What follows belongs to an exercise in optimizing a design on an open flow for small area and a short achievable clock period; a production flow would make more cautious choices.
The RTL was checked by simulation tests, not by an equivalence proof against the original design.

<file path="design/flow/design.v">
module float_larger (a, b, isLarger);
  input  [15:0] a, b;
  output        isLarger;
  assign isLarger = (~a[15] & b[15]) | ((a[15] ~^ b[15]) & (a[14:0] > b[14:0]));
endmodule
module add_float (a, b, c);
  input  [15:0] a, b;
  output [15:0] c;
  wire l;
  float_larger fl (.a(a), .b(b), .isLarger(l));
  wire [4:0]  da = a[14:10] - b[14:10];
  wire [4:0]  db = b[14:10] - a[14:10];
  wire [10:0] ya = align({1'b1, b[9:0]}, da);    
  wire [10:0] yb = align({1'b1, a[9:0]}, db);    
  wire        sx = l ? a[15] : b[15];
  wire        sy = l ? b[15] : a[15];
  wire [4:0]  ex = l ? a[14:10] : b[14:10];
  wire [9:0]  mx = l ? a[9:0] : b[9:0];
  wire [10:0] ys = l ? ya : yb;
  wire [11:0] s = ({2'b01, mx} ^ {12{sx}}) + ({1'b0, ys} ^ {12{sy}})
                  + {10'd0, sx, sy & ~sx};
  wire [10:0] x0 = s[10:0];
  wire        z8 = ~|x0[10:3];
  wire [10:0] x1 = z8 ? {x0[2:0], 8'd0} : x0;
  wire        z4 = ~|x1[10:7];
  wire [10:0] x2 = z4 ? {x1[6:0], 4'd0} : x1;
  wire        z2 = ~|x2[10:9];
  wire [10:0] x3 = z2 ? {x2[8:0], 2'd0} : x2;
  wire        z1 = ~x3[10];
  wire [10:0] x4 = z1 ? {x3[9:0], 1'd0} : x3;
  wire zero = (s == 12'd0);
  assign c[15]    = sx;
  assign c[14:10] = s[11] ? ex + 5'd1 :
                    zero  ? 5'd0 : ex - {1'b0, z8, z4, z2, z1};
  assign c[9:0]   = s[11] ? 10'd0 : x4[9:0];
  function [10:0] align(input [10:0] m, input [4:0] d);
    reg [10:0] t;
    begin
      t = d[0] ? {1'd0, m[10:1]} : m;
      t = d[1] ? {2'd0, t[10:2]} : t;
      t = d[2] ? {4'd0, t[10:4]} : t;
      t = d[3] ? {8'd0, t[10:8]} : t;
      align = d[4] ? 11'd0 : t;
    end
  endfunction
endmodule
module sub_float (b, x, se, zs);
  input  [14:0] b;
  output [9:0]  x;
  output [4:0]  se;
  output        zs;
  wire [4:0]  e   = b[14:10];
  wire        mid = ~e[4] & (e >= 5'd5) & (e <= 5'd13);
  wire        e14 = (e == 5'd14);
  wire        e15 = (e == 5'd15);
  wire [10:0] v   = {1'b1, b[9:0]} >> ~e[3:0];
  wire [8:0]  u   = b[9:1];
  wire [9:0]  t;
  assign t[0] = 1'b1;
  genvar j;
  generate
    for (j = 1; j < 9; j = j + 1) begin : th
      assign t[j] = ~(&u[8:j] & |u[j-1:0]);
    end
  endgenerate
  assign t[9] = ~|u;
  wire [9:0]  oh  = t & ~{1'b0, t[9:1]};
  reg  [9:0]  us;
  reg  [3:0]  lz;
  integer q;
  always @* begin
    us = 10'd0;
    lz = 4'd0;
    for (q = 0; q <= 9; q = q + 1)
      if (oh[q]) begin
        us = us | ({u, 10'd0} >> q);
        lz = lz | (4'd10 - q[3:0]);
      end
  end
  assign x = mid ? {v[8:0], 1'b0} : e14 ? us : 10'd0;
  wire   xz = (x == 10'd0);
  assign se = e14 ? 5'd15 - {1'b0, lz} - {4'd0, xz} :
              e15 ? 5'd15 : 5'd14;
  assign zs = e15 & (b[9:0] == 10'd0);
endmodule
module Multiply (a, b, result);
  input  [15:0] a, b;
  output [15:0] result;
  wire [9:0] an = ~a[9:0];
  wire [9:0] bn = ~b[9:0];
  wire pn0_0 = ~(a[0] & b[0]);
  wire pn0_1 = ~(a[0] & b[1]);
  wire pn0_2 = ~(a[0] & b[2]);
  wire pn0_3 = ~(a[0] & b[3]);
  wire pn0_4 = ~(a[0] & b[4]);
  wire pn0_5 = ~(a[0] & b[5]);
  wire pn0_6 = ~(a[0] & b[6]);
  wire pn0_7 = ~(a[0] & b[7]);
  wire pn0_8 = ~(a[0] & b[8]);
  wire pn0_9 = ~(a[0] & b[9]);
  wire pn1_0 = ~(a[1] & b[0]);
  wire pn1_1 = ~(a[1] & b[1]);
  wire pn1_2 = ~(a[1] & b[2]);
  wire pn1_3 = ~(a[1] & b[3]);
  wire pn1_4 = ~(a[1] & b[4]);
  wire pn1_5 = ~(a[1] & b[5]);
  wire pn1_6 = ~(a[1] & b[6]);
  wire pn1_7 = ~(a[1] & b[7]);
  wire pn1_8 = ~(a[1] & b[8]);
  wire pn1_9 = ~(a[1] & b[9]);
  wire pn2_0 = ~(a[2] & b[0]);
  wire pn2_1 = ~(a[2] & b[1]);
  wire pn2_2 = ~(a[2] & b[2]);
  wire pn2_3 = ~(a[2] & b[3]);
  wire pn2_4 = ~(a[2] & b[4]);
  wire pn2_5 = ~(a[2] & b[5]);
  wire pn2_6 = ~(a[2] & b[6]);
  wire pn2_7 = ~(a[2] & b[7]);
  wire pn2_8 = ~(a[2] & b[8]);
  wire pn2_9 = ~(a[2] & b[9]);
  wire pn3_0 = ~(a[3] & b[0]);
  wire pn3_1 = ~(a[3] & b[1]);
  wire pn3_2 = ~(a[3] & b[2]);
  wire pn3_3 = ~(a[3] & b[3]);
  wire pn3_4 = ~(a[3] & b[4]);
  wire pn3_5 = ~(a[3] & b[5]);
  wire pn3_6 = ~(a[3] & b[6]);
  wire pn3_7 = ~(a[3] & b[7]);
  wire pn3_8 = ~(a[3] & b[8]);
  wire pn3_9 = ~(a[3] & b[9]);
  wire pn4_0 = ~(a[4] & b[0]);
  wire pn4_1 = ~(a[4] & b[1]);
  wire pn4_2 = ~(a[4] & b[2]);
  wire pn4_3 = ~(a[4] & b[3]);
  wire pn4_4 = ~(a[4] & b[4]);
  wire pn4_5 = ~(a[4] & b[5]);
  wire pn4_6 = ~(a[4] & b[6]);
  wire pn4_7 = ~(a[4] & b[7]);
  wire pn4_8 = ~(a[4] & b[8]);
  wire pn4_9 = ~(a[4] & b[9]);
  wire pn5_0 = ~(a[5] & b[0]);
  wire pn5_1 = ~(a[5] & b[1]);
  wire pn5_2 = ~(a[5] & b[2]);
  wire pn5_3 = ~(a[5] & b[3]);
  wire pn5_4 = ~(a[5] & b[4]);
  wire pn5_5 = ~(a[5] & b[5]);
  wire pn5_6 = ~(a[5] & b[6]);
  wire pn5_7 = ~(a[5] & b[7]);
  wire pn5_8 = ~(a[5] & b[8]);
  wire pn5_9 = ~(a[5] & b[9]);
  wire pn6_0 = ~(a[6] & b[0]);
  wire pn6_1 = ~(a[6] & b[1]);
  wire pn6_2 = ~(a[6] & b[2]);
  wire pn6_3 = ~(a[6] & b[3]);
  wire pn6_4 = ~(a[6] & b[4]);
  wire pn6_5 = ~(a[6] & b[5]);
  wire pn6_6 = ~(a[6] & b[6]);
  wire pn6_7 = ~(a[6] & b[7]);
  wire pn6_8 = ~(a[6] & b[8]);
  wire pn6_9 = ~(a[6] & b[9]);
  wire pn7_0 = ~(a[7] & b[0]);
  wire pn7_1 = ~(a[7] & b[1]);
  wire pn7_2 = ~(a[7] & b[2]);
  wire pn7_3 = ~(a[7] & b[3]);
  wire pn7_4 = ~(a[7] & b[4]);
  wire pn7_5 = ~(a[7] & b[5]);
  wire pn7_6 = ~(a[7] & b[6]);
  wire pn7_7 = ~(a[7] & b[7]);
  wire pn7_8 = ~(a[7] & b[8]);
  wire pn7_9 = ~(a[7] & b[9]);
  wire pn8_0 = ~(a[8] & b[0]);
  wire pn8_1 = ~(a[8] & b[1]);
  wire pn8_2 = ~(a[8] & b[2]);
  wire pn8_3 = ~(a[8] & b[3]);
  wire pn8_4 = ~(a[8] & b[4]);
  wire pn8_5 = ~(a[8] & b[5]);
  wire pn8_6 = ~(a[8] & b[6]);
  wire pn8_7 = ~(a[8] & b[7]);
  wire pn8_8 = ~(a[8] & b[8]);
  wire pn8_9 = ~(a[8] & b[9]);
  wire pn9_0 = ~(a[9] & b[0]);
  wire pn9_1 = ~(a[9] & b[1]);
  wire pn9_2 = ~(a[9] & b[2]);
  wire pn9_3 = ~(a[9] & b[3]);
  wire pn9_4 = ~(a[9] & b[4]);
  wire pn9_5 = ~(a[9] & b[5]);
  wire pn9_6 = ~(a[9] & b[6]);
  wire pn9_7 = ~(a[9] & b[7]);
  wire pn9_8 = ~(a[9] & b[8]);
  wire pn9_9 = ~(a[9] & b[9]);
  wire s0, c0;
  fa u0 (.a(pn0_9), .b(pn1_8), .c(1'b1), .s(s0), .co(c0));
  wire s1, c1;
  fa u1 (.a(pn1_9), .b(pn2_8), .c(pn3_7), .s(s1), .co(c1));
  wire s2, c2;
  fa u2 (.a(pn4_6), .b(pn5_5), .c(1'b1), .s(s2), .co(c2));
  wire s3, c3;
  fa u3 (.a(pn2_9), .b(pn3_8), .c(pn4_7), .s(s3), .co(c3));
  wire s4, c4;
  fa u4 (.a(pn5_6), .b(pn6_5), .c(1'b1), .s(s4), .co(c4));
  wire s5, c5;
  fa u5 (.a(pn3_9), .b(pn4_8), .c(pn5_7), .s(s5), .co(c5));
  wire s6, c6;
  fa u6 (.a(pn0_6), .b(pn1_5), .c(1'b1), .s(s6), .co(c6));
  wire s7, c7;
  fa u7 (.a(pn0_7), .b(pn1_6), .c(pn2_5), .s(s7), .co(c7));
  wire s8, c8;
  fa u8 (.a(pn3_4), .b(pn4_3), .c(1'b1), .s(s8), .co(c8));
  wire s9, c9;
  fa u9 (.a(pn0_8), .b(pn1_7), .c(pn2_6), .s(s9), .co(c9));
  wire s10, c10;
  fa u10 (.a(pn3_5), .b(pn4_4), .c(pn5_3), .s(s10), .co(c10));
  wire s11, c11;
  fa u11 (.a(pn6_2), .b(pn7_1), .c(1'b1), .s(s11), .co(c11));
  wire s12, c12;
  fa u12 (.a(s0), .b(pn2_7), .c(pn3_6), .s(s12), .co(c12));
  wire s13, c13;
  fa u13 (.a(pn4_5), .b(pn5_4), .c(pn6_3), .s(s13), .co(c13));
  wire s14, c14;
  fa u14 (.a(pn7_2), .b(pn8_1), .c(pn9_0), .s(s14), .co(c14));
  wire s15, c15;
  fa u15 (.a(c0), .b(s1), .c(s2), .s(s15), .co(c15));
  wire s16, c16;
  fa u16 (.a(pn6_4), .b(pn7_3), .c(pn8_2), .s(s16), .co(c16));
  wire s17, c17;
  fa u17 (.a(pn9_1), .b(an[0]), .c(bn[0]), .s(s17), .co(c17));
  wire s18, c18;
  fa u18 (.a(c1), .b(c2), .c(s3), .s(s18), .co(c18));
  wire s19, c19;
  fa u19 (.a(s4), .b(pn7_4), .c(pn8_3), .s(s19), .co(c19));
  wire s20, c20;
  fa u20 (.a(pn9_2), .b(an[1]), .c(bn[1]), .s(s20), .co(c20));
  wire s21, c21;
  fa u21 (.a(c3), .b(c4), .c(s5), .s(s21), .co(c21));
  wire s22, c22;
  fa u22 (.a(pn6_6), .b(pn7_5), .c(pn8_4), .s(s22), .co(c22));
  wire s23, c23;
  fa u23 (.a(pn9_3), .b(an[2]), .c(bn[2]), .s(s23), .co(c23));
  wire s24, c24;
  fa u24 (.a(c5), .b(pn4_9), .c(pn5_8), .s(s24), .co(c24));
  wire s25, c25;
  fa u25 (.a(pn6_7), .b(pn7_6), .c(pn8_5), .s(s25), .co(c25));
  wire s26, c26;
  fa u26 (.a(pn9_4), .b(an[3]), .c(bn[3]), .s(s26), .co(c26));
  wire s27, c27;
  fa u27 (.a(pn5_9), .b(pn6_8), .c(pn7_7), .s(s27), .co(c27));
  wire s28, c28;
  fa u28 (.a(pn8_6), .b(pn9_5), .c(an[4]), .s(s28), .co(c28));
  wire s29, c29;
  fa u29 (.a(pn6_9), .b(pn7_8), .c(pn8_7), .s(s29), .co(c29));
  wire s30, c30;
  fa u30 (.a(pn0_4), .b(pn1_3), .c(1'b1), .s(s30), .co(c30));
  wire s31, c31;
  fa u31 (.a(pn0_5), .b(pn1_4), .c(pn2_3), .s(s31), .co(c31));
  wire s32, c32;
  fa u32 (.a(pn3_2), .b(pn4_1), .c(1'b1), .s(s32), .co(c32));
  wire s33, c33;
  fa u33 (.a(s6), .b(pn2_4), .c(pn3_3), .s(s33), .co(c33));
  wire s34, c34;
  fa u34 (.a(pn4_2), .b(pn5_1), .c(pn6_0), .s(s34), .co(c34));
  wire s35, c35;
  fa u35 (.a(c6), .b(s7), .c(s8), .s(s35), .co(c35));
  wire s36, c36;
  fa u36 (.a(pn5_2), .b(pn6_1), .c(pn7_0), .s(s36), .co(c36));
  wire s37, c37;
  fa u37 (.a(c7), .b(c8), .c(s9), .s(s37), .co(c37));
  wire s38, c38;
  fa u38 (.a(s10), .b(s11), .c(pn8_0), .s(s38), .co(c38));
  wire s39, c39;
  fa u39 (.a(c9), .b(c10), .c(c11), .s(s39), .co(c39));
  wire s40, c40;
  fa u40 (.a(s12), .b(s13), .c(s14), .s(s40), .co(c40));
  wire s41, c41;
  fa u41 (.a(c12), .b(c13), .c(c14), .s(s41), .co(c41));
  wire s42, c42;
  fa u42 (.a(s15), .b(s16), .c(s17), .s(s42), .co(c42));
  wire s43, c43;
  fa u43 (.a(c15), .b(c16), .c(c17), .s(s43), .co(c43));
  wire s44, c44;
  fa u44 (.a(s18), .b(s19), .c(s20), .s(s44), .co(c44));
  wire s45, c45;
  fa u45 (.a(c18), .b(c19), .c(c20), .s(s45), .co(c45));
  wire s46, c46;
  fa u46 (.a(s21), .b(s22), .c(s23), .s(s46), .co(c46));
  wire s47, c47;
  fa u47 (.a(c21), .b(c22), .c(c23), .s(s47), .co(c47));
  wire s48, c48;
  fa u48 (.a(s24), .b(s25), .c(s26), .s(s48), .co(c48));
  wire s49, c49;
  fa u49 (.a(c24), .b(c25), .c(c26), .s(s49), .co(c49));
  wire s50, c50;
  fa u50 (.a(s27), .b(s28), .c(bn[4]), .s(s50), .co(c50));
  wire s51, c51;
  fa u51 (.a(c27), .b(c28), .c(s29), .s(s51), .co(c51));
  wire s52, c52;
  fa u52 (.a(pn9_6), .b(an[5]), .c(bn[5]), .s(s52), .co(c52));
  wire s53, c53;
  fa u53 (.a(c29), .b(pn7_9), .c(pn8_8), .s(s53), .co(c53));
  wire s54, c54;
  fa u54 (.a(pn9_7), .b(an[6]), .c(bn[6]), .s(s54), .co(c54));
  wire s55, c55;
  fa u55 (.a(pn8_9), .b(pn9_8), .c(an[7]), .s(s55), .co(c55));
  wire s56, c56;
  fa u56 (.a(pn0_3), .b(pn1_2), .c(1'b1), .s(s56), .co(c56));
  wire s57, c57;
  fa u57 (.a(s30), .b(pn2_2), .c(pn3_1), .s(s57), .co(c57));
  wire s58, c58;
  fa u58 (.a(c30), .b(s31), .c(s32), .s(s58), .co(c58));
  wire s59, c59;
  fa u59 (.a(c31), .b(c32), .c(s33), .s(s59), .co(c59));
  wire s60, c60;
  fa u60 (.a(c33), .b(c34), .c(s35), .s(s60), .co(c60));
  wire s61, c61;
  fa u61 (.a(c35), .b(c36), .c(s37), .s(s61), .co(c61));
  wire s62, c62;
  fa u62 (.a(c37), .b(c38), .c(s39), .s(s62), .co(c62));
  wire s63, c63;
  fa u63 (.a(c39), .b(c40), .c(s41), .s(s63), .co(c63));
  wire s64, c64;
  fa u64 (.a(c41), .b(c42), .c(s43), .s(s64), .co(c64));
  wire s65, c65;
  fa u65 (.a(c43), .b(c44), .c(s45), .s(s65), .co(c65));
  wire s66, c66;
  fa u66 (.a(c45), .b(c46), .c(s47), .s(s66), .co(c66));
  wire s67, c67;
  fa u67 (.a(c47), .b(c48), .c(s49), .s(s67), .co(c67));
  wire s68, c68;
  fa u68 (.a(c49), .b(c50), .c(s51), .s(s68), .co(c68));
  wire s69, c69;
  fa u69 (.a(c51), .b(c52), .c(s53), .s(s69), .co(c69));
  wire s70, c70;
  fa u70 (.a(c53), .b(c54), .c(s55), .s(s70), .co(c70));
  wire s71, c71;
  fa u71 (.a(c55), .b(pn9_9), .c(an[8]), .s(s71), .co(c71));
  wire s72, c72;
  fa u72 (.a(pn0_2), .b(pn1_1), .c(1'b1), .s(s72), .co(c72));
  wire s73, c73;
  fa u73 (.a(s56), .b(pn2_1), .c(pn3_0), .s(s73), .co(c73));
  wire s74, c74;
  fa u74 (.a(c56), .b(s57), .c(pn4_0), .s(s74), .co(c74));
  wire s75, c75;
  fa u75 (.a(c57), .b(s58), .c(pn5_0), .s(s75), .co(c75));
  wire s76, c76;
  fa u76 (.a(c58), .b(s59), .c(s34), .s(s76), .co(c76));
  wire s77, c77;
  fa u77 (.a(c59), .b(s60), .c(s36), .s(s77), .co(c77));
  wire s78, c78;
  fa u78 (.a(c60), .b(s61), .c(s38), .s(s78), .co(c78));
  wire s79, c79;
  fa u79 (.a(c61), .b(s62), .c(s40), .s(s79), .co(c79));
  wire s80, c80;
  fa u80 (.a(c62), .b(s63), .c(s42), .s(s80), .co(c80));
  wire s81, c81;
  fa u81 (.a(c63), .b(s64), .c(s44), .s(s81), .co(c81));
  wire s82, c82;
  fa u82 (.a(c64), .b(s65), .c(s46), .s(s82), .co(c82));
  wire s83, c83;
  fa u83 (.a(c65), .b(s66), .c(s48), .s(s83), .co(c83));
  wire s84, c84;
  fa u84 (.a(c66), .b(s67), .c(s50), .s(s84), .co(c84));
  wire s85, c85;
  fa u85 (.a(c67), .b(s68), .c(s52), .s(s85), .co(c85));
  wire s86, c86;
  fa u86 (.a(c68), .b(s69), .c(s54), .s(s86), .co(c86));
  wire s87, c87;
  fa u87 (.a(c69), .b(s70), .c(bn[7]), .s(s87), .co(c87));
  wire s88, c88;
  fa u88 (.a(c70), .b(s71), .c(bn[8]), .s(s88), .co(c88));
  wire s89, c89;
  fa u89 (.a(c71), .b(an[9]), .c(bn[9]), .s(s89), .co(c89));
  wire [21:0] ran = {1'b1, c89, c88, c87, c86, c85, c84, c83, c82, c81, c80, c79, c78, c77, c76, c75, c74, c73, c72, s72, pn0_1, pn0_0};
  wire [21:0] rbn = {1'b1, 1'b0, s89, s88, s87, s86, s85, s84, s83, s82, s81, s80, s79, s78, s77, s76, s75, s74, s73, pn2_0, pn1_0, 1'b1};
  wire [21:0] g0 = ~(ran | rbn);
  wire [21:0] p0 = ~(ran & rbn);
  wire [21:0] x0 = ran ^ rbn;
  wire G1_1 = g0[1] | (p0[1] & g0[0]);
  wire P1_1 = p0[1] & p0[0];
  wire G1_3 = g0[3] | (p0[3] & g0[2]);
  wire P1_3 = p0[3] & p0[2];
  wire G1_5 = g0[5] | (p0[5] & g0[4]);
  wire P1_5 = p0[5] & p0[4];
  wire G1_7 = g0[7] | (p0[7] & g0[6]);
  wire P1_7 = p0[7] & p0[6];
  wire G1_9 = g0[9] | (p0[9] & g0[8]);
  wire P1_9 = p0[9] & p0[8];
  wire G1_11 = g0[11] | (p0[11] & g0[10]);
  wire P1_11 = p0[11] & p0[10];
  wire G1_13 = g0[13] | (p0[13] & g0[12]);
  wire P1_13 = p0[13] & p0[12];
  wire G1_15 = g0[15] | (p0[15] & g0[14]);
  wire P1_15 = p0[15] & p0[14];
  wire G1_17 = g0[17] | (p0[17] & g0[16]);
  wire P1_17 = p0[17] & p0[16];
  wire G1_19 = g0[19] | (p0[19] & g0[18]);
  wire P1_19 = p0[19] & p0[18];
  wire G1_21 = g0[21] | (p0[21] & g0[20]);
  wire P1_21 = p0[21] & p0[20];
  wire G2_2 = g0[2] | (p0[2] & G1_1);
  wire P2_2 = p0[2] & P1_1;
  wire G2_3 = G1_3 | (P1_3 & G1_1);
  wire P2_3 = P1_3 & P1_1;
  wire G2_6 = g0[6] | (p0[6] & G1_5);
  wire P2_6 = p0[6] & P1_5;
  wire G2_7 = G1_7 | (P1_7 & G1_5);
  wire P2_7 = P1_7 & P1_5;
  wire G2_10 = g0[10] | (p0[10] & G1_9);
  wire P2_10 = p0[10] & P1_9;
  wire G2_11 = G1_11 | (P1_11 & G1_9);
  wire P2_11 = P1_11 & P1_9;
  wire G2_14 = g0[14] | (p0[14] & G1_13);
  wire P2_14 = p0[14] & P1_13;
  wire G2_15 = G1_15 | (P1_15 & G1_13);
  wire P2_15 = P1_15 & P1_13;
  wire G2_18 = g0[18] | (p0[18] & G1_17);
  wire P2_18 = p0[18] & P1_17;
  wire G2_19 = G1_19 | (P1_19 & G1_17);
  wire P2_19 = P1_19 & P1_17;
  wire G3_4 = g0[4] | (p0[4] & G2_3);
  wire P3_4 = p0[4] & P2_3;
  wire G3_5 = G1_5 | (P1_5 & G2_3);
  wire P3_5 = P1_5 & P2_3;
  wire G3_6 = G2_6 | (P2_6 & G2_3);
  wire P3_6 = P2_6 & P2_3;
  wire G3_7 = G2_7 | (P2_7 & G2_3);
  wire P3_7 = P2_7 & P2_3;
  wire G3_12 = g0[12] | (p0[12] & G2_11);
  wire P3_12 = p0[12] & P2_11;
  wire G3_13 = G1_13 | (P1_13 & G2_11);
  wire P3_13 = P1_13 & P2_11;
  wire G3_14 = G2_14 | (P2_14 & G2_11);
  wire P3_14 = P2_14 & P2_11;
  wire G3_15 = G2_15 | (P2_15 & G2_11);
  wire P3_15 = P2_15 & P2_11;
  wire G3_20 = g0[20] | (p0[20] & G2_19);
  wire P3_20 = p0[20] & P2_19;
  wire G3_21 = G1_21 | (P1_21 & G2_19);
  wire P3_21 = P1_21 & P2_19;
  wire G4_8 = g0[8] | (p0[8] & G3_7);
  wire P4_8 = p0[8] & P3_7;
  wire G4_9 = G1_9 | (P1_9 & G3_7);
  wire P4_9 = P1_9 & P3_7;
  wire G4_10 = G2_10 | (P2_10 & G3_7);
  wire P4_10 = P2_10 & P3_7;
  wire G4_11 = G2_11 | (P2_11 & G3_7);
  wire P4_11 = P2_11 & P3_7;
  wire G4_12 = G3_12 | (P3_12 & G3_7);
  wire P4_12 = P3_12 & P3_7;
  wire G4_13 = G3_13 | (P3_13 & G3_7);
  wire P4_13 = P3_13 & P3_7;
  wire G4_14 = G3_14 | (P3_14 & G3_7);
  wire P4_14 = P3_14 & P3_7;
  wire G4_15 = G3_15 | (P3_15 & G3_7);
  wire P4_15 = P3_15 & P3_7;
  wire G5_16 = g0[16] | (p0[16] & G4_15);
  wire P5_16 = p0[16] & P4_15;
  wire G5_17 = G1_17 | (P1_17 & G4_15);
  wire P5_17 = P1_17 & P4_15;
  wire G5_18 = G2_18 | (P2_18 & G4_15);
  wire P5_18 = P2_18 & P4_15;
  wire G5_19 = G2_19 | (P2_19 & G4_15);
  wire P5_19 = P2_19 & P4_15;
  wire G5_20 = G3_20 | (P3_20 & G4_15);
  wire P5_20 = P3_20 & P4_15;
  wire G5_21 = G3_21 | (P3_21 & G4_15);
  wire P5_21 = P3_21 & P4_15;
  wire [21:0] t;
  assign t[0] = x0[0];
  assign t[1] = x0[1] ^ g0[0];
  assign t[2] = x0[2] ^ G1_1;
  assign t[3] = x0[3] ^ G2_2;
  assign t[4] = x0[4] ^ G2_3;
  assign t[5] = x0[5] ^ G3_4;
  assign t[6] = x0[6] ^ G3_5;
  assign t[7] = x0[7] ^ G3_6;
  assign t[8] = x0[8] ^ G3_7;
  assign t[9] = x0[9] ^ G4_8;
  assign t[10] = x0[10] ^ G4_9;
  assign t[11] = x0[11] ^ G4_10;
  assign t[12] = x0[12] ^ G4_11;
  assign t[13] = x0[13] ^ G4_12;
  assign t[14] = x0[14] ^ G4_13;
  assign t[15] = x0[15] ^ G4_14;
  assign t[16] = x0[16] ^ G4_15;
  assign t[17] = x0[17] ^ G5_16;
  assign t[18] = x0[18] ^ G5_17;
  assign t[19] = x0[19] ^ G5_18;
  assign t[20] = x0[20] ^ G5_19;
  assign t[21] = x0[21] ^ G5_20;
  wire        h = t[21];
  wire [9:0]  m = h ? t[20:11] : t[19:10];
  wire [4:0]  e = a[14:10] + b[14:10] + 5'd17 + {4'd0, h};    
  assign result = (a == 16'd0 || b == 16'd0) ? 16'd0 : {a[15] ^ b[15], e, m};
endmodule
module Multiply_one_minus (a, x, se, zs, result);
  input  [15:0] a;
  input  [9:0]  x;       
  input  [4:0]  se;      
  input         zs;      
  output [15:0] result;
  wire [9:0] an = ~a[9:0];
  wire pn0_0 = ~(a[0] & ~x[0]);
  wire pn0_1 = ~(a[0] & ~x[1]);
  wire pn0_2 = ~(a[0] & ~x[2]);
  wire pn0_3 = ~(a[0] & ~x[3]);
  wire pn0_4 = ~(a[0] & ~x[4]);
  wire pn0_5 = ~(a[0] & ~x[5]);
  wire pn0_6 = ~(a[0] & ~x[6]);
  wire pn0_7 = ~(a[0] & ~x[7]);
  wire pn0_8 = ~(a[0] & ~x[8]);
  wire pn0_9 = ~(a[0] & ~x[9]);
  wire pn1_0 = ~(a[1] & ~x[0]);
  wire pn1_1 = ~(a[1] & ~x[1]);
  wire pn1_2 = ~(a[1] & ~x[2]);
  wire pn1_3 = ~(a[1] & ~x[3]);
  wire pn1_4 = ~(a[1] & ~x[4]);
  wire pn1_5 = ~(a[1] & ~x[5]);
  wire pn1_6 = ~(a[1] & ~x[6]);
  wire pn1_7 = ~(a[1] & ~x[7]);
  wire pn1_8 = ~(a[1] & ~x[8]);
  wire pn1_9 = ~(a[1] & ~x[9]);
  wire pn2_0 = ~(a[2] & ~x[0]);
  wire pn2_1 = ~(a[2] & ~x[1]);
  wire pn2_2 = ~(a[2] & ~x[2]);
  wire pn2_3 = ~(a[2] & ~x[3]);
  wire pn2_4 = ~(a[2] & ~x[4]);
  wire pn2_5 = ~(a[2] & ~x[5]);
  wire pn2_6 = ~(a[2] & ~x[6]);
  wire pn2_7 = ~(a[2] & ~x[7]);
  wire pn2_8 = ~(a[2] & ~x[8]);
  wire pn2_9 = ~(a[2] & ~x[9]);
  wire pn3_0 = ~(a[3] & ~x[0]);
  wire pn3_1 = ~(a[3] & ~x[1]);
  wire pn3_2 = ~(a[3] & ~x[2]);
  wire pn3_3 = ~(a[3] & ~x[3]);
  wire pn3_4 = ~(a[3] & ~x[4]);
  wire pn3_5 = ~(a[3] & ~x[5]);
  wire pn3_6 = ~(a[3] & ~x[6]);
  wire pn3_7 = ~(a[3] & ~x[7]);
  wire pn3_8 = ~(a[3] & ~x[8]);
  wire pn3_9 = ~(a[3] & ~x[9]);
  wire pn4_0 = ~(a[4] & ~x[0]);
  wire pn4_1 = ~(a[4] & ~x[1]);
  wire pn4_2 = ~(a[4] & ~x[2]);
  wire pn4_3 = ~(a[4] & ~x[3]);
  wire pn4_4 = ~(a[4] & ~x[4]);
  wire pn4_5 = ~(a[4] & ~x[5]);
  wire pn4_6 = ~(a[4] & ~x[6]);
  wire pn4_7 = ~(a[4] & ~x[7]);
  wire pn4_8 = ~(a[4] & ~x[8]);
  wire pn4_9 = ~(a[4] & ~x[9]);
  wire pn5_0 = ~(a[5] & ~x[0]);
  wire pn5_1 = ~(a[5] & ~x[1]);
  wire pn5_2 = ~(a[5] & ~x[2]);
  wire pn5_3 = ~(a[5] & ~x[3]);
  wire pn5_4 = ~(a[5] & ~x[4]);
  wire pn5_5 = ~(a[5] & ~x[5]);
  wire pn5_6 = ~(a[5] & ~x[6]);
  wire pn5_7 = ~(a[5] & ~x[7]);
  wire pn5_8 = ~(a[5] & ~x[8]);
  wire pn5_9 = ~(a[5] & ~x[9]);
  wire pn6_0 = ~(a[6] & ~x[0]);
  wire pn6_1 = ~(a[6] & ~x[1]);
  wire pn6_2 = ~(a[6] & ~x[2]);
  wire pn6_3 = ~(a[6] & ~x[3]);
  wire pn6_4 = ~(a[6] & ~x[4]);
  wire pn6_5 = ~(a[6] & ~x[5]);
  wire pn6_6 = ~(a[6] & ~x[6]);
  wire pn6_7 = ~(a[6] & ~x[7]);
  wire pn6_8 = ~(a[6] & ~x[8]);
  wire pn6_9 = ~(a[6] & ~x[9]);
  wire pn7_0 = ~(a[7] & ~x[0]);
  wire pn7_1 = ~(a[7] & ~x[1]);
  wire pn7_2 = ~(a[7] & ~x[2]);
  wire pn7_3 = ~(a[7] & ~x[3]);
  wire pn7_4 = ~(a[7] & ~x[4]);
  wire pn7_5 = ~(a[7] & ~x[5]);
  wire pn7_6 = ~(a[7] & ~x[6]);
  wire pn7_7 = ~(a[7] & ~x[7]);
  wire pn7_8 = ~(a[7] & ~x[8]);
  wire pn7_9 = ~(a[7] & ~x[9]);
  wire pn8_0 = ~(a[8] & ~x[0]);
  wire pn8_1 = ~(a[8] & ~x[1]);
  wire pn8_2 = ~(a[8] & ~x[2]);
  wire pn8_3 = ~(a[8] & ~x[3]);
  wire pn8_4 = ~(a[8] & ~x[4]);
  wire pn8_5 = ~(a[8] & ~x[5]);
  wire pn8_6 = ~(a[8] & ~x[6]);
  wire pn8_7 = ~(a[8] & ~x[7]);
  wire pn8_8 = ~(a[8] & ~x[8]);
  wire pn8_9 = ~(a[8] & ~x[9]);
  wire pn9_0 = ~(a[9] & ~x[0]);
  wire pn9_1 = ~(a[9] & ~x[1]);
  wire pn9_2 = ~(a[9] & ~x[2]);
  wire pn9_3 = ~(a[9] & ~x[3]);
  wire pn9_4 = ~(a[9] & ~x[4]);
  wire pn9_5 = ~(a[9] & ~x[5]);
  wire pn9_6 = ~(a[9] & ~x[6]);
  wire pn9_7 = ~(a[9] & ~x[7]);
  wire pn9_8 = ~(a[9] & ~x[8]);
  wire pn9_9 = ~(a[9] & ~x[9]);
  wire s0, c0;
  fa u0 (.a(pn0_8), .b(pn1_7), .c(1'b1), .s(s0), .co(c0));
  wire s1, c1;
  fa u1 (.a(pn0_9), .b(pn1_8), .c(pn2_7), .s(s1), .co(c1));
  wire s2, c2;
  fa u2 (.a(pn3_6), .b(pn4_5), .c(1'b1), .s(s2), .co(c2));
  wire s3, c3;
  fa u3 (.a(pn1_9), .b(pn2_8), .c(pn3_7), .s(s3), .co(c3));
  wire s4, c4;
  fa u4 (.a(pn4_6), .b(pn5_5), .c(pn6_4), .s(s4), .co(c4));
  wire s5, c5;
  fa u5 (.a(pn7_3), .b(pn8_2), .c(1'b1), .s(s5), .co(c5));
  wire s6, c6;
  fa u6 (.a(pn2_9), .b(pn3_8), .c(pn4_7), .s(s6), .co(c6));
  wire s7, c7;
  fa u7 (.a(pn5_6), .b(pn6_5), .c(pn7_4), .s(s7), .co(c7));
  wire s8, c8;
  fa u8 (.a(pn3_9), .b(pn4_8), .c(pn5_7), .s(s8), .co(c8));
  wire s9, c9;
  fa u9 (.a(pn0_5), .b(pn1_4), .c(1'b1), .s(s9), .co(c9));
  wire s10, c10;
  fa u10 (.a(pn0_6), .b(pn1_5), .c(pn2_4), .s(s10), .co(c10));
  wire s11, c11;
  fa u11 (.a(pn3_3), .b(pn4_2), .c(1'b1), .s(s11), .co(c11));
  wire s12, c12;
  fa u12 (.a(pn0_7), .b(pn1_6), .c(pn2_5), .s(s12), .co(c12));
  wire s13, c13;
  fa u13 (.a(pn3_4), .b(pn4_3), .c(pn5_2), .s(s13), .co(c13));
  wire s14, c14;
  fa u14 (.a(pn6_1), .b(pn7_0), .c(1'b1), .s(s14), .co(c14));
  wire s15, c15;
  fa u15 (.a(s0), .b(pn2_6), .c(pn3_5), .s(s15), .co(c15));
  wire s16, c16;
  fa u16 (.a(pn4_4), .b(pn5_3), .c(pn6_2), .s(s16), .co(c16));
  wire s17, c17;
  fa u17 (.a(pn7_1), .b(pn8_0), .c(an[8]), .s(s17), .co(c17));
  wire s18, c18;
  fa u18 (.a(c0), .b(s1), .c(s2), .s(s18), .co(c18));
  wire s19, c19;
  fa u19 (.a(pn5_4), .b(pn6_3), .c(pn7_2), .s(s19), .co(c19));
  wire s20, c20;
  fa u20 (.a(pn8_1), .b(pn9_0), .c(an[9]), .s(s20), .co(c20));
  wire s21, c21;
  fa u21 (.a(c1), .b(c2), .c(s3), .s(s21), .co(c21));
  wire s22, c22;
  fa u22 (.a(s4), .b(s5), .c(pn9_1), .s(s22), .co(c22));
  wire s23, c23;
  fa u23 (.a(an[0]), .b(x[0]), .c(1'b0), .s(s23), .co(c23));
  wire s24, c24;
  fa u24 (.a(c3), .b(c4), .c(c5), .s(s24), .co(c24));
  wire s25, c25;
  fa u25 (.a(s6), .b(s7), .c(pn8_3), .s(s25), .co(c25));
  wire s26, c26;
  fa u26 (.a(pn9_2), .b(an[1]), .c(x[1]), .s(s26), .co(c26));
  wire s27, c27;
  fa u27 (.a(c6), .b(c7), .c(s8), .s(s27), .co(c27));
  wire s28, c28;
  fa u28 (.a(pn6_6), .b(pn7_5), .c(pn8_4), .s(s28), .co(c28));
  wire s29, c29;
  fa u29 (.a(pn9_3), .b(an[2]), .c(x[2]), .s(s29), .co(c29));
  wire s30, c30;
  fa u30 (.a(c8), .b(pn4_9), .c(pn5_8), .s(s30), .co(c30));
  wire s31, c31;
  fa u31 (.a(pn6_7), .b(pn7_6), .c(pn8_5), .s(s31), .co(c31));
  wire s32, c32;
  fa u32 (.a(pn9_4), .b(an[3]), .c(x[3]), .s(s32), .co(c32));
  wire s33, c33;
  fa u33 (.a(pn5_9), .b(pn6_8), .c(pn7_7), .s(s33), .co(c33));
  wire s34, c34;
  fa u34 (.a(pn8_6), .b(pn9_5), .c(an[4]), .s(s34), .co(c34));
  wire s35, c35;
  fa u35 (.a(pn6_9), .b(pn7_8), .c(pn8_7), .s(s35), .co(c35));
  wire s36, c36;
  fa u36 (.a(pn0_3), .b(pn1_2), .c(1'b1), .s(s36), .co(c36));
  wire s37, c37;
  fa u37 (.a(pn0_4), .b(pn1_3), .c(pn2_2), .s(s37), .co(c37));
  wire s38, c38;
  fa u38 (.a(pn3_1), .b(pn4_0), .c(1'b1), .s(s38), .co(c38));
  wire s39, c39;
  fa u39 (.a(s9), .b(pn2_3), .c(pn3_2), .s(s39), .co(c39));
  wire s40, c40;
  fa u40 (.a(pn4_1), .b(pn5_0), .c(an[5]), .s(s40), .co(c40));
  wire s41, c41;
  fa u41 (.a(c9), .b(s10), .c(s11), .s(s41), .co(c41));
  wire s42, c42;
  fa u42 (.a(pn5_1), .b(pn6_0), .c(an[6]), .s(s42), .co(c42));
  wire s43, c43;
  fa u43 (.a(c10), .b(c11), .c(s12), .s(s43), .co(c43));
  wire s44, c44;
  fa u44 (.a(s13), .b(s14), .c(an[7]), .s(s44), .co(c44));
  wire s45, c45;
  fa u45 (.a(c12), .b(c13), .c(c14), .s(s45), .co(c45));
  wire s46, c46;
  fa u46 (.a(s15), .b(s16), .c(s17), .s(s46), .co(c46));
  wire s47, c47;
  fa u47 (.a(c15), .b(c16), .c(c17), .s(s47), .co(c47));
  wire s48, c48;
  fa u48 (.a(s18), .b(s19), .c(s20), .s(s48), .co(c48));
  wire s49, c49;
  fa u49 (.a(c18), .b(c19), .c(c20), .s(s49), .co(c49));
  wire s50, c50;
  fa u50 (.a(s21), .b(s22), .c(s23), .s(s50), .co(c50));
  wire s51, c51;
  fa u51 (.a(c21), .b(c22), .c(c23), .s(s51), .co(c51));
  wire s52, c52;
  fa u52 (.a(s24), .b(s25), .c(s26), .s(s52), .co(c52));
  wire s53, c53;
  fa u53 (.a(c24), .b(c25), .c(c26), .s(s53), .co(c53));
  wire s54, c54;
  fa u54 (.a(s27), .b(s28), .c(s29), .s(s54), .co(c54));
  wire s55, c55;
  fa u55 (.a(c27), .b(c28), .c(c29), .s(s55), .co(c55));
  wire s56, c56;
  fa u56 (.a(s30), .b(s31), .c(s32), .s(s56), .co(c56));
  wire s57, c57;
  fa u57 (.a(c30), .b(c31), .c(c32), .s(s57), .co(c57));
  wire s58, c58;
  fa u58 (.a(s33), .b(s34), .c(x[4]), .s(s58), .co(c58));
  wire s59, c59;
  fa u59 (.a(c33), .b(c34), .c(s35), .s(s59), .co(c59));
  wire s60, c60;
  fa u60 (.a(pn9_6), .b(an[5]), .c(x[5]), .s(s60), .co(c60));
  wire s61, c61;
  fa u61 (.a(c35), .b(pn7_9), .c(pn8_8), .s(s61), .co(c61));
  wire s62, c62;
  fa u62 (.a(pn9_7), .b(an[6]), .c(x[6]), .s(s62), .co(c62));
  wire s63, c63;
  fa u63 (.a(pn8_9), .b(pn9_8), .c(an[7]), .s(s63), .co(c63));
  wire s64, c64;
  fa u64 (.a(pn0_2), .b(pn1_1), .c(1'b1), .s(s64), .co(c64));
  wire s65, c65;
  fa u65 (.a(s36), .b(pn2_1), .c(pn3_0), .s(s65), .co(c65));
  wire s66, c66;
  fa u66 (.a(c36), .b(s37), .c(s38), .s(s66), .co(c66));
  wire s67, c67;
  fa u67 (.a(c37), .b(c38), .c(s39), .s(s67), .co(c67));
  wire s68, c68;
  fa u68 (.a(c39), .b(c40), .c(s41), .s(s68), .co(c68));
  wire s69, c69;
  fa u69 (.a(c41), .b(c42), .c(s43), .s(s69), .co(c69));
  wire s70, c70;
  fa u70 (.a(c43), .b(c44), .c(s45), .s(s70), .co(c70));
  wire s71, c71;
  fa u71 (.a(c45), .b(c46), .c(s47), .s(s71), .co(c71));
  wire s72, c72;
  fa u72 (.a(c47), .b(c48), .c(s49), .s(s72), .co(c72));
  wire s73, c73;
  fa u73 (.a(c49), .b(c50), .c(s51), .s(s73), .co(c73));
  wire s74, c74;
  fa u74 (.a(c51), .b(c52), .c(s53), .s(s74), .co(c74));
  wire s75, c75;
  fa u75 (.a(c53), .b(c54), .c(s55), .s(s75), .co(c75));
  wire s76, c76;
  fa u76 (.a(c55), .b(c56), .c(s57), .s(s76), .co(c76));
  wire s77, c77;
  fa u77 (.a(c57), .b(c58), .c(s59), .s(s77), .co(c77));
  wire s78, c78;
  fa u78 (.a(c59), .b(c60), .c(s61), .s(s78), .co(c78));
  wire s79, c79;
  fa u79 (.a(c61), .b(c62), .c(s63), .s(s79), .co(c79));
  wire s80, c80;
  fa u80 (.a(c63), .b(pn9_9), .c(an[8]), .s(s80), .co(c80));
  wire s81, c81;
  fa u81 (.a(pn0_1), .b(pn1_0), .c(1'b1), .s(s81), .co(c81));
  wire s82, c82;
  fa u82 (.a(s64), .b(pn2_0), .c(an[2]), .s(s82), .co(c82));
  wire s83, c83;
  fa u83 (.a(c64), .b(s65), .c(an[3]), .s(s83), .co(c83));
  wire s84, c84;
  fa u84 (.a(c65), .b(s66), .c(an[4]), .s(s84), .co(c84));
  wire s85, c85;
  fa u85 (.a(c66), .b(s67), .c(s40), .s(s85), .co(c85));
  wire s86, c86;
  fa u86 (.a(c67), .b(s68), .c(s42), .s(s86), .co(c86));
  wire s87, c87;
  fa u87 (.a(c68), .b(s69), .c(s44), .s(s87), .co(c87));
  wire s88, c88;
  fa u88 (.a(c69), .b(s70), .c(s46), .s(s88), .co(c88));
  wire s89, c89;
  fa u89 (.a(c70), .b(s71), .c(s48), .s(s89), .co(c89));
  wire s90, c90;
  fa u90 (.a(c71), .b(s72), .c(s50), .s(s90), .co(c90));
  wire s91, c91;
  fa u91 (.a(c72), .b(s73), .c(s52), .s(s91), .co(c91));
  wire s92, c92;
  fa u92 (.a(c73), .b(s74), .c(s54), .s(s92), .co(c92));
  wire s93, c93;
  fa u93 (.a(c74), .b(s75), .c(s56), .s(s93), .co(c93));
  wire s94, c94;
  fa u94 (.a(c75), .b(s76), .c(s58), .s(s94), .co(c94));
  wire s95, c95;
  fa u95 (.a(c76), .b(s77), .c(s60), .s(s95), .co(c95));
  wire s96, c96;
  fa u96 (.a(c77), .b(s78), .c(s62), .s(s96), .co(c96));
  wire s97, c97;
  fa u97 (.a(c78), .b(s79), .c(x[7]), .s(s97), .co(c97));
  wire s98, c98;
  fa u98 (.a(c79), .b(s80), .c(x[8]), .s(s98), .co(c98));
  wire s99, c99;
  fa u99 (.a(c80), .b(an[9]), .c(x[9]), .s(s99), .co(c99));
  wire [21:0] ran = {1'b1, c99, c98, c97, c96, c95, c94, c93, c92, c91, c90, c89, c88, c87, c86, c85, c84, c83, c82, c81, s81, pn0_0};
  wire [21:0] rbn = {1'b1, 1'b0, s99, s98, s97, s96, s95, s94, s93, s92, s91, s90, s89, s88, s87, s86, s85, s84, s83, s82, an[1], an[0]};
  wire [21:0] g0 = ~(ran | rbn);
  wire [21:0] p0 = ~(ran & rbn);
  wire [21:0] x0 = ran ^ rbn;
  wire G1_1 = g0[1] | (p0[1] & g0[0]);
  wire P1_1 = p0[1] & p0[0];
  wire G1_3 = g0[3] | (p0[3] & g0[2]);
  wire P1_3 = p0[3] & p0[2];
  wire G1_5 = g0[5] | (p0[5] & g0[4]);
  wire P1_5 = p0[5] & p0[4];
  wire G1_7 = g0[7] | (p0[7] & g0[6]);
  wire P1_7 = p0[7] & p0[6];
  wire G1_9 = g0[9] | (p0[9] & g0[8]);
  wire P1_9 = p0[9] & p0[8];
  wire G1_11 = g0[11] | (p0[11] & g0[10]);
  wire P1_11 = p0[11] & p0[10];
  wire G1_13 = g0[13] | (p0[13] & g0[12]);
  wire P1_13 = p0[13] & p0[12];
  wire G1_15 = g0[15] | (p0[15] & g0[14]);
  wire P1_15 = p0[15] & p0[14];
  wire G1_17 = g0[17] | (p0[17] & g0[16]);
  wire P1_17 = p0[17] & p0[16];
  wire G1_19 = g0[19] | (p0[19] & g0[18]);
  wire P1_19 = p0[19] & p0[18];
  wire G1_21 = g0[21] | (p0[21] & g0[20]);
  wire P1_21 = p0[21] & p0[20];
  wire G2_2 = g0[2] | (p0[2] & G1_1);
  wire P2_2 = p0[2] & P1_1;
  wire G2_3 = G1_3 | (P1_3 & G1_1);
  wire P2_3 = P1_3 & P1_1;
  wire G2_6 = g0[6] | (p0[6] & G1_5);
  wire P2_6 = p0[6] & P1_5;
  wire G2_7 = G1_7 | (P1_7 & G1_5);
  wire P2_7 = P1_7 & P1_5;
  wire G2_10 = g0[10] | (p0[10] & G1_9);
  wire P2_10 = p0[10] & P1_9;
  wire G2_11 = G1_11 | (P1_11 & G1_9);
  wire P2_11 = P1_11 & P1_9;
  wire G2_14 = g0[14] | (p0[14] & G1_13);
  wire P2_14 = p0[14] & P1_13;
  wire G2_15 = G1_15 | (P1_15 & G1_13);
  wire P2_15 = P1_15 & P1_13;
  wire G2_18 = g0[18] | (p0[18] & G1_17);
  wire P2_18 = p0[18] & P1_17;
  wire G2_19 = G1_19 | (P1_19 & G1_17);
  wire P2_19 = P1_19 & P1_17;
  wire G3_4 = g0[4] | (p0[4] & G2_3);
  wire P3_4 = p0[4] & P2_3;
  wire G3_5 = G1_5 | (P1_5 & G2_3);
  wire P3_5 = P1_5 & P2_3;
  wire G3_6 = G2_6 | (P2_6 & G2_3);
  wire P3_6 = P2_6 & P2_3;
  wire G3_7 = G2_7 | (P2_7 & G2_3);
  wire P3_7 = P2_7 & P2_3;
  wire G3_12 = g0[12] | (p0[12] & G2_11);
  wire P3_12 = p0[12] & P2_11;
  wire G3_13 = G1_13 | (P1_13 & G2_11);
  wire P3_13 = P1_13 & P2_11;
  wire G3_14 = G2_14 | (P2_14 & G2_11);
  wire P3_14 = P2_14 & P2_11;
  wire G3_15 = G2_15 | (P2_15 & G2_11);
  wire P3_15 = P2_15 & P2_11;
  wire G3_20 = g0[20] | (p0[20] & G2_19);
  wire P3_20 = p0[20] & P2_19;
  wire G3_21 = G1_21 | (P1_21 & G2_19);
  wire P3_21 = P1_21 & P2_19;
  wire G4_8 = g0[8] | (p0[8] & G3_7);
  wire P4_8 = p0[8] & P3_7;
  wire G4_9 = G1_9 | (P1_9 & G3_7);
  wire P4_9 = P1_9 & P3_7;
  wire G4_10 = G2_10 | (P2_10 & G3_7);
  wire P4_10 = P2_10 & P3_7;
  wire G4_11 = G2_11 | (P2_11 & G3_7);
  wire P4_11 = P2_11 & P3_7;
  wire G4_12 = G3_12 | (P3_12 & G3_7);
  wire P4_12 = P3_12 & P3_7;
  wire G4_13 = G3_13 | (P3_13 & G3_7);
  wire P4_13 = P3_13 & P3_7;
  wire G4_14 = G3_14 | (P3_14 & G3_7);
  wire P4_14 = P3_14 & P3_7;
  wire G4_15 = G3_15 | (P3_15 & G3_7);
  wire P4_15 = P3_15 & P3_7;
  wire G5_16 = g0[16] | (p0[16] & G4_15);
  wire P5_16 = p0[16] & P4_15;
  wire G5_17 = G1_17 | (P1_17 & G4_15);
  wire P5_17 = P1_17 & P4_15;
  wire G5_18 = G2_18 | (P2_18 & G4_15);
  wire P5_18 = P2_18 & P4_15;
  wire G5_19 = G2_19 | (P2_19 & G4_15);
  wire P5_19 = P2_19 & P4_15;
  wire G5_20 = G3_20 | (P3_20 & G4_15);
  wire P5_20 = P3_20 & P4_15;
  wire G5_21 = G3_21 | (P3_21 & G4_15);
  wire P5_21 = P3_21 & P4_15;
  wire [21:0] t;
  assign t[0] = x0[0];
  assign t[1] = x0[1] ^ g0[0];
  assign t[2] = x0[2] ^ G1_1;
  assign t[3] = x0[3] ^ G2_2;
  assign t[4] = x0[4] ^ G2_3;
  assign t[5] = x0[5] ^ G3_4;
  assign t[6] = x0[6] ^ G3_5;
  assign t[7] = x0[7] ^ G3_6;
  assign t[8] = x0[8] ^ G3_7;
  assign t[9] = x0[9] ^ G4_8;
  assign t[10] = x0[10] ^ G4_9;
  assign t[11] = x0[11] ^ G4_10;
  assign t[12] = x0[12] ^ G4_11;
  assign t[13] = x0[13] ^ G4_12;
  assign t[14] = x0[14] ^ G4_13;
  assign t[15] = x0[15] ^ G4_14;
  assign t[16] = x0[16] ^ G4_15;
  assign t[17] = x0[17] ^ G5_16;
  assign t[18] = x0[18] ^ G5_17;
  assign t[19] = x0[19] ^ G5_18;
  assign t[20] = x0[20] ^ G5_19;
  assign t[21] = x0[21] ^ G5_20;
  wire        h = t[21];
  wire [9:0]  m = h ? t[20:11] : t[19:10];
  wire [4:0]  e = a[14:10] + se + 5'd17 + {4'd0, h};    
  assign result = (a == 16'd0 || zs) ? 16'd0 : {a[15], e, m};
endmodule
module fa (a, b, c, s, co);
  input a, b, c;
  output s, co;
  assign s  = a ^ b ^ c;
  assign co = (a & b) | (a & c) | (b & c);
endmodule
module resize_datapath (
  clk,
  reset_n,
  enable,
  data_in1,
  data_in2,
  scale,
  data_out
);
  input wire [15:0] data_in1, data_in2, scale;
  input wire clk, reset_n, enable;
  output reg [15:0] data_out;
  wire [15:0] fsum, fproduct1, fproduct2;
  wire [9:0] sx;
  wire [4:0] se;
  wire       zs;
  Multiply           m1 (.a(data_in2), .b(scale), .result(fproduct1));
  sub_float          sf (.b(scale[14:0]), .x(sx), .se(se), .zs(zs));   
  Multiply_one_minus m2 (.a(data_in1), .x(sx), .se(se), .zs(zs), .result(fproduct2));
  add_float af (.a(fproduct1), .b(fproduct2), .c(fsum));
  always @(posedge clk or negedge reset_n) begin
    if (~reset_n)
      data_out <= 16'd0;
    else if (enable)
      data_out <= fsum;
  end
endmodule
</file>
<file path="design/flow/flow/run.sh">
#!/bin/bash
# Own layout flow: the standard synthesis, then the combinational logic
# between the registers and the adder cells is mapped again by ABC for area,
# then the standard layout from the floorplan on.
set -euo pipefail
W=$(pwd)
R=$W/orfs/results/$FLOW_PLATFORM/resize_datapath/base
YOSYS=$FLOW_HOME/../tools/install/yosys/bin/yosys
LIB=$FLOW_HOME/platforms/sky130hd/lib/sky130_fd_sc_hd__tt_025C_1v80.lib

bash standard.sh synth > "$W/flow_synth.log" 2>&1
cp "$R/1_2_yosys.v" "$W/standard_1_2_yosys.v"

# cells the platform marks don't-use
DONT=$(sed -n '/^export DONT_USE_CELLS/,/^[^ ]/p' "$FLOW_HOME/platforms/sky130hd/config.mk" \
       | grep -o 'sky130_fd_sc_hd__[A-Za-z0-9_]*' | sed 's/^/-dont_use /' | tr '\n' ' ')
# ABC is not to map to the multi-output adder cells
MO=$(for c in fa_1 fa_2 fa_4 fah_1 fahcin_1 fahcon_1 ha_1 ha_2 ha_4; do printf -- "-dont_use sky130_fd_sc_hd__$c "; done)
printf 'set_driving_cell sky130_fd_sc_hd__buf_1\nset_load 5\n' > "$W/resyn.constr"
cat > "$W/resyn.ys" <<EOS
read_liberty -ignore_miss_func $LIB
blackbox sky130_fd_sc_hd__fa_1 sky130_fd_sc_hd__fa_2 sky130_fd_sc_hd__fa_4 sky130_fd_sc_hd__ha_1 sky130_fd_sc_hd__ha_2 sky130_fd_sc_hd__ha_4 sky130_fd_sc_hd__dfrtp_1 sky130_fd_sc_hd__dfrtp_2 sky130_fd_sc_hd__dfrtp_4
read_verilog $W/standard_1_2_yosys.v
hierarchy -top $FLOW_TOP
flatten
opt_clean -purge
abc -liberty $LIB -constr $W/resyn.constr $DONT $MO
opt_clean -purge
hilomap -singleton -hicell sky130_fd_sc_hd__conb_1 HI -locell sky130_fd_sc_hd__conb_1 LO
splitnets
opt_clean -purge
stat -liberty $LIB
write_verilog -noattr -nohex -nodec $W/resyn.v
EOS
"$YOSYS" -s "$W/resyn.ys" > "$W/flow_resyn.log" 2>&1
# read the new netlist back on its own and check it
"$YOSYS" -p "read_liberty -lib $LIB; read_verilog $W/resyn.v; hierarchy -check -top $FLOW_TOP; check -assert -mapped" > "$W/flow_resyn_check.log" 2>&1
cp "$W/resyn.v" "$R/1_2_yosys.v"
touch "$R/1_2_yosys.v"

bash standard.sh finish > "$W/flow_finish.log" 2>&1
</file>
<file path="design/flow/standard.sh">
#!/bin/bash
# synth_recipe.tcl (not shown) runs the flow's synth.tcl, then flattens the netlist and writes it again
# the make line also repeats each setting of config.mk as NAME=value (left out here)
make -C /OpenROAD-flow-scripts/flow DESIGN_CONFIG=/design/flow/config.mk WORK_HOME=/design/flow/orfs CLKGATE_MAP_FILE= SYNTH_SCRIPT=/design/flow/synth_recipe.tcl "${@:-finish}"
</file>
<file path="design/flow/config.mk">
export PLATFORM = sky130hd
export DESIGN_NAME = resize_datapath
export DESIGN_NICKNAME = resize_datapath
export VERILOG_FILES = /design/flow/design.v
export SDC_FILE = /design/flow/constraint.sdc
export NUM_CORES = 4
export LEC_CHECK = 0
export ABC_AREA = 1
export CAP_MARGIN = 20
export CORE_MARGIN = 2
export CORE_UTILIZATION = 40
export PLACE_DENSITY = 0.6
export SETUP_SLACK_MARGIN = 5
export SLEW_MARGIN = 20
export SYNTH_HIERARCHICAL = 1
export SYNTH_MINIMUM_KEEP_SIZE = 0
</file>
<file path="design/flow/constraint.sdc">
create_clock -name core_clock -period 25.0 [get_ports {clk}]
set_input_delay 5.0000 -clock core_clock [delete_from_list [all_inputs] [get_ports {clk}]]
set_output_delay 5.0000 -clock core_clock [all_outputs]
set_load 0.01 [all_outputs]
</file>
==> flow_summary.ini, run 1 <==
[status]
outcome = complete, no violations

[route]
drt-initial-drc-count = 958
num_vias = 10500
wl_per_cell_um = 18.4
firstDrtPassIters = 8
avgViaCountPerCell = 5.57
route.antenna.remaining_nets = 0
drc_errors = 0
wirelength_mm = 34.7

[hold_path]
min_from = data_out[15]
hold_class = register to register
hold-path-endpoint = data_out[15]
hold_depth = 2

[final_layout]
layout.cells.non_filler = 1884
reg.largest.list = data_out x16
top_register = data_out
antenna_cells = 0
final_nets = 1859
final_core_util_pct = 47.2
drive_above_1_share_pct = 11.4
largest_register_ff_count = 16
stdcell_area_um2 = 13500
synthToLayoutAreaGrowth_pct = 16.3

[sta]
setup_viol = 0
period_minus_slack_ns = 19.46
clock.fmax_mhz = 51.4
hold_viol_final = 0
rsz0062_at_grt = true
slew_violations = 0
worstMarginPinSlew_ns = 1.01
period_share_pct = 77.8
slew_headroom_pct = 31.6
fin_worst_skew_ns = 0
fin_setup_tns_ns = 0

[setup_path]
critical_path_required_ns = 25.17
crit_type = primary input to register
cp_slowest_cell = fa_1
worstSetupStartpointType = primary input
crit_top_cell = a21oi_2
critPathMaxFanout = 11
critical_path.endpoint_type = register
critical_path_buf_inv_count = 8
rr_worst_depth = 2
rr_endpoint = data_out[13]
max_stage_delay_ns = 0.59
reg2reg_from = data_out[13]
critical_path_arrival_ns = 19.63
crit_family = compound AO/OA/AOI/OAI gates
r2r_setup_slack_ns = 24.25
cp_num_cells = 74

[clocking]
cts_hold_buf = 0
clock_tree.root_cell = clkbuf_16
cts_sinks = 16
clk_pin_slew_ns = 0.05
htreeDepth = 1
clk_path_buf_depth = 2
clock_latency_ns = 0.25
cts_tree = built
numCtsBuffers = 3

[floorplanning]
start_util_pct = 40.6
row_count = 62
die_y_um = 174
die_x_um = 174
die_area_um2 = 30400
core_region_area_um2 = 28600
pin_count = 67

[global_routing]
grt_use_total_pct = 22.6
antenna_found_initial = 0
grt_overflow = 0
grt_pass1_vias = 10500
grt_start_max_net_pins = 32
grt_first_pass_wirelength_mm = 55.6

[place]
gp_congestion = 0.943
io_buffers = 66
dp.cells = 1837
dp_hpwl_mm = 27.5
dpl_cell_area_um2 = 12700

[synth]
synthCells = 1432
netlist_area_um2 = 11600
yosysWarnings = 9
syn_avg_cell_area_um2 = 8.11

[job]
drv_cap = 0
[per-layer routing]
layer / GRT usage [%] / vias to the layer above / share of wire, %
li1: - / 4900 / -
met5: 0 / - / 0
met2: 38.7 / 432 / 48
met4: 3.71 / 0 / 1.7
met3: 2.45 / 48 / 6.5
met1: 31.5 / 5110 / 44
[what timing repair did]
action,4_1_cts,5_1_grt
pin swaps,12,46
resized for setup,40,78
cloned,1,2
endpoints found under the setup margin,15,15
buffers inserted,11,29
hold endpoints to repair,0,0
[how the worst max path moves through the flow]
| stage | start | end |
|---|---|---|
| floorplan | scale[7] | data_out[14] |
| global placement | scale[5] | data_out[14] |
| detailed placement | scale[5] | data_out[14] |
| CTS | scale[7] | data_out[14] |
| global route | scale[7] | data_out[14] |
| finish | scale[7] | data_out[14] |
[placed cells by master (no fill, tap or decap), drive strengths merged, types with 29 or more instances in the layout]
cell	n
a21oi	85
a31oi	29
buf	58
clkdlybuf4s50	60
fa	200
ha	107
inv	151
nand2	284
nor2	74
o21ai	43
xnor2	49
xor2	29
[metrics by stage]
step	setup slack [ns]	hold WS, ns
4_1_cts	5.03	0.535
2_1_floorplan	5.09	0.550
6_report	5.54	0.528
3_3_place_gp	3.12	0.510
3_5_place_dp	2.44	0.525
5_1_grt	4.85	0.580
[cell type report]
class | count | area (um^2)
Fill cell | 2786 | 15100
Tap cell | 384 | 480
Clock buffer | 4 | 88.8
Inverter | 153 | 574
Sequential cell | 16 | 400
Multi-Input combinational cell | 1201 | 10800
Timing Repair Buffer | 126 | 1150
[worst min-delay path, delay by kind of cell (launching register included)]
family / cells / cell delay, ns
flip-flops: 1 / 0.34
AND/OR/NAND/NOR: 1 / 0.05
AO/OA/AOI/OAI: 1 / 0.10
==> inputs of run 2 (changes only) <==
--- a/design/flow/flow/run.sh
+++ b/design/flow/flow/run.sh
@@ -10,2 +10,6 @@
 
+# delay cells are not to be used as port buffers (nor anywhere else)
+export DONT_USE_CELLS="sky130_fd_sc_hd__clkdlybuf4s15_1 sky130_fd_sc_hd__clkdlybuf4s15_2 sky130_fd_sc_hd__clkdlybuf4s18_1 sky130_fd_sc_hd__clkdlybuf4s18_2 sky130_fd_sc_hd__clkdlybuf4s25_1 sky130_fd_sc_hd__clkdlybuf4s25_2 sky130_fd_sc_hd__clkdlybuf4s50_1 sky130_fd_sc_hd__clkdlybuf4s50_2 sky130_fd_sc_hd__dlygate4sd1_1 sky130_fd_sc_hd__dlygate4sd2_1 sky130_fd_sc_hd__dlygate4sd3_1 sky130_fd_sc_hd__dlymetal6s2s_1 sky130_fd_sc_hd__dlymetal6s4s_1 sky130_fd_sc_hd__dlymetal6s6s_1"
+
+export SETUP_SLACK_MARGIN=8
 bash standard.sh synth > "$W/flow_synth.log" 2>&1
@@ -14,3 +18,3 @@
 # cells the platform marks don't-use
-DONT=$(sed -n '/^export DONT_USE_CELLS/,/^[^ ]/p' "$FLOW_HOME/platforms/sky130hd/config.mk" \
+DONT=$( (echo $DONT_USE_CELLS; sed -n '/^export DONT_USE_CELLS/,/^[^ ]/p' "$FLOW_HOME/platforms/sky130hd/config.mk") \
        | grep -o 'sky130_fd_sc_hd__[A-Za-z0-9_]*' | sed 's/^/-dont_use /' | tr '\n' ' ')
--- a/design/flow/config.mk
+++ b/design/flow/config.mk
@@ -12,3 +12,2 @@
 export PLACE_DENSITY = 0.6
-export SETUP_SLACK_MARGIN = 5
 export SLEW_MARGIN = 20
==> flow_summary.ini, run 2 <==
[floorplanning]
pin_count = 67
die_area_um2 = 30400
start_util_pct = 40.6
core_region_area_um2 = 28600
row_count = 62
die_y_um = 174
die_x_um = 174

[route]
route.antenna.remaining_nets = 0
drt-initial-drc-count = 789
wirelength_mm = 36.1
firstDrtPassIters = 5
drc_errors = 0
num_vias = 10800
avgViaCountPerCell = 5.60
wl_per_cell_um = 18.7

[setup_path]
max_stage_delay_ns = 0.58
crit_type = primary input to register
worstSetupStartpointType = primary input
critical_path.endpoint_type = register
cp_slowest_cell = fa_1
critical_path_arrival_ns = 19.02
critPathMaxFanout = 6
critical_path_required_ns = 25.16
crit_top_cell = buf_4

[final_layout]
layout_common_cells = nand2_1, fa_1, inv_1, ha_1, buf_4
stdcell_area_um2 = 14400
antenna_cells = 0
reg.largest.list = data_out x16
largest_register_ff_count = 16
final_nets = 1909
drive_above_1_share_pct = 17.0
synthToLayoutAreaGrowth_pct = 23.7
layout_commonest_cell = nand2_1
top_register = data_out

[clocking]
clock_tree.root_cell = clkbuf_16
clk_pin_slew_ns = 0.05
htreeDepth = 1
numCtsBuffers = 3
clock_latency_ns = 0.24
cts_sinks = 16
cts_tree = built
clk_path_buf_depth = 2

[global_routing]
grt_first_pass_wirelength_mm = 58.3
antenna_found_initial = 0
grt_pass1_vias = 11300
grt_start_max_net_pins = 32
grt_use_total_pct = 23.6
grt_overflow = 0

[sta]
period_minus_slack_ns = 18.86
worstMarginPinSlew_ns = 1.02
setup_viol = 0
rsz0062_at_grt = true
hold_slack_ns = 0.533
slew_headroom_pct = 31.6
slew_violations = 0
period_share_pct = 75.4
fin_setup_tns_ns = 0
fin_worst_skew_ns = 0
hold_viol_final = 0
clock.fmax_mhz = 53.0

[place]
dpl_cell_area_um2 = 12900
gp_congestion = 0.858
dp_hpwl_mm = 27.3
io_buffers = 66

[hold_path]
hold_class = register to register

[synth]
yosysWarnings = 9
netlist_area_um2 = 11600
synthCells = 1432
syn_avg_cell_area_um2 = 8.11

[status]
outcome = complete, no violations

[job]
drv_cap = 0
-- run 2: per-layer routing --
layer | up-vias | global-route usage [%] | routed length, um | share of wire [%]
li1 | 5007 | - | - | -
met1 | 5317 | 30.6 | 15200 | 42
met2 | 438 | 41.9 | 17700 | 49
met3 | 74 | 3.19 | 2380 | 6.6
met4 | 0 | 4.83 | 835 | 2.3
met5 | - | 0 | 0 | 0
-- run 2: final timing paths --
check                                   from           end  slack [ns]  cells after the start
worst max-delay path                scale[7]  data_out[14]        6.14                     77
worst min-delay path             data_out[0]   data_out[0]        0.53                      2
worst max register to register  data_out[12]  data_out[12]       24.24                      2
worst min register to register   data_out[0]   data_out[0]        0.53                      2
max in group asynchronous            reset_n   data_out[2]       19.32                      1
min in group asynchronous            reset_n   data_out[7]        5.20                      1
-- run 2: final cells by class --
| class | count | area (um^2) |
|---|---|---|
| Timing Repair Buffer | 175 | 1660 |
| Multi-Input combinational cell | 1202 | 11200 |
| Clock buffer | 4 | 88.8 |
| Fill cell | 2700 | 14200 |
| Inverter | 153 | 588 |
| Tap cell | 384 | 480 |
| Sequential cell | 16 | 400 |
-- run 2: critical path: cells and delay by family --
family                     cells  cell delay [ns]
AOI/OAI and AO/OA             26             4.55
adders and majority gates     12             4.18
and+or+nand+nor               15             2.51
buffers and inverters         19             2.09
xor gates and xnor gates       5             0.67
-- run 2: repair_timing --
item | 4_1_cts | 5_1_grt
buffers inserted | 63 | 27
hold buffers | 0 | 0
pin swaps | 76 | 33
gates cloned | 5 | 0
gates resized for setup | 125 | 40
setup endpoints to repair | 16 | 15
-- run 2: through the flow --
step                util (%)  worst slack (ns)  std cells
finish                  50.2              6.14       1934
floorplan                  -              6.65       1452
global placement        45.0              3.30       1835
detailed placement      45.0              2.96       1835
CTS                     48.7              6.49       1907
global route            50.2              5.60       1934

-- re-timing with driven ports --
Ports are ideal in the flow. The routed layouts listed here were re-timed in OpenROAD. Step 1, drivers: a clkbuf_16 drives clk and a buf_2 each remaining input, both assumed. Step 2 also shifts input and output timing later by t, the mid clock arrival at the registers, as if the neighbouring blocks saw the same clock. a / b / c = ideal / step 1 / step 2; a / b = the first two.
| run | t, ns | slack for setup (ns) | hold slack, ns | worst setup path at the end | worst data-port slew with drivers (ns) |
|---|---|---|---|---|---|
| run 1 | 0.277 | 5.539 / 5.547 / 5.271 | 0.528 / 0.528 / 0.528 | input to register | 0.06 |
| run 2 | 0.269 | 6.138 / 6.133 / 5.864 | 0.533 / 0.533 / 0.533 | input to register | 0.04 |
After both steps every run listed still meets setup and hold. The setup slack of run 2, which loses most, moves by -0.005 ns with the drivers and by -0.274 ns with both steps.
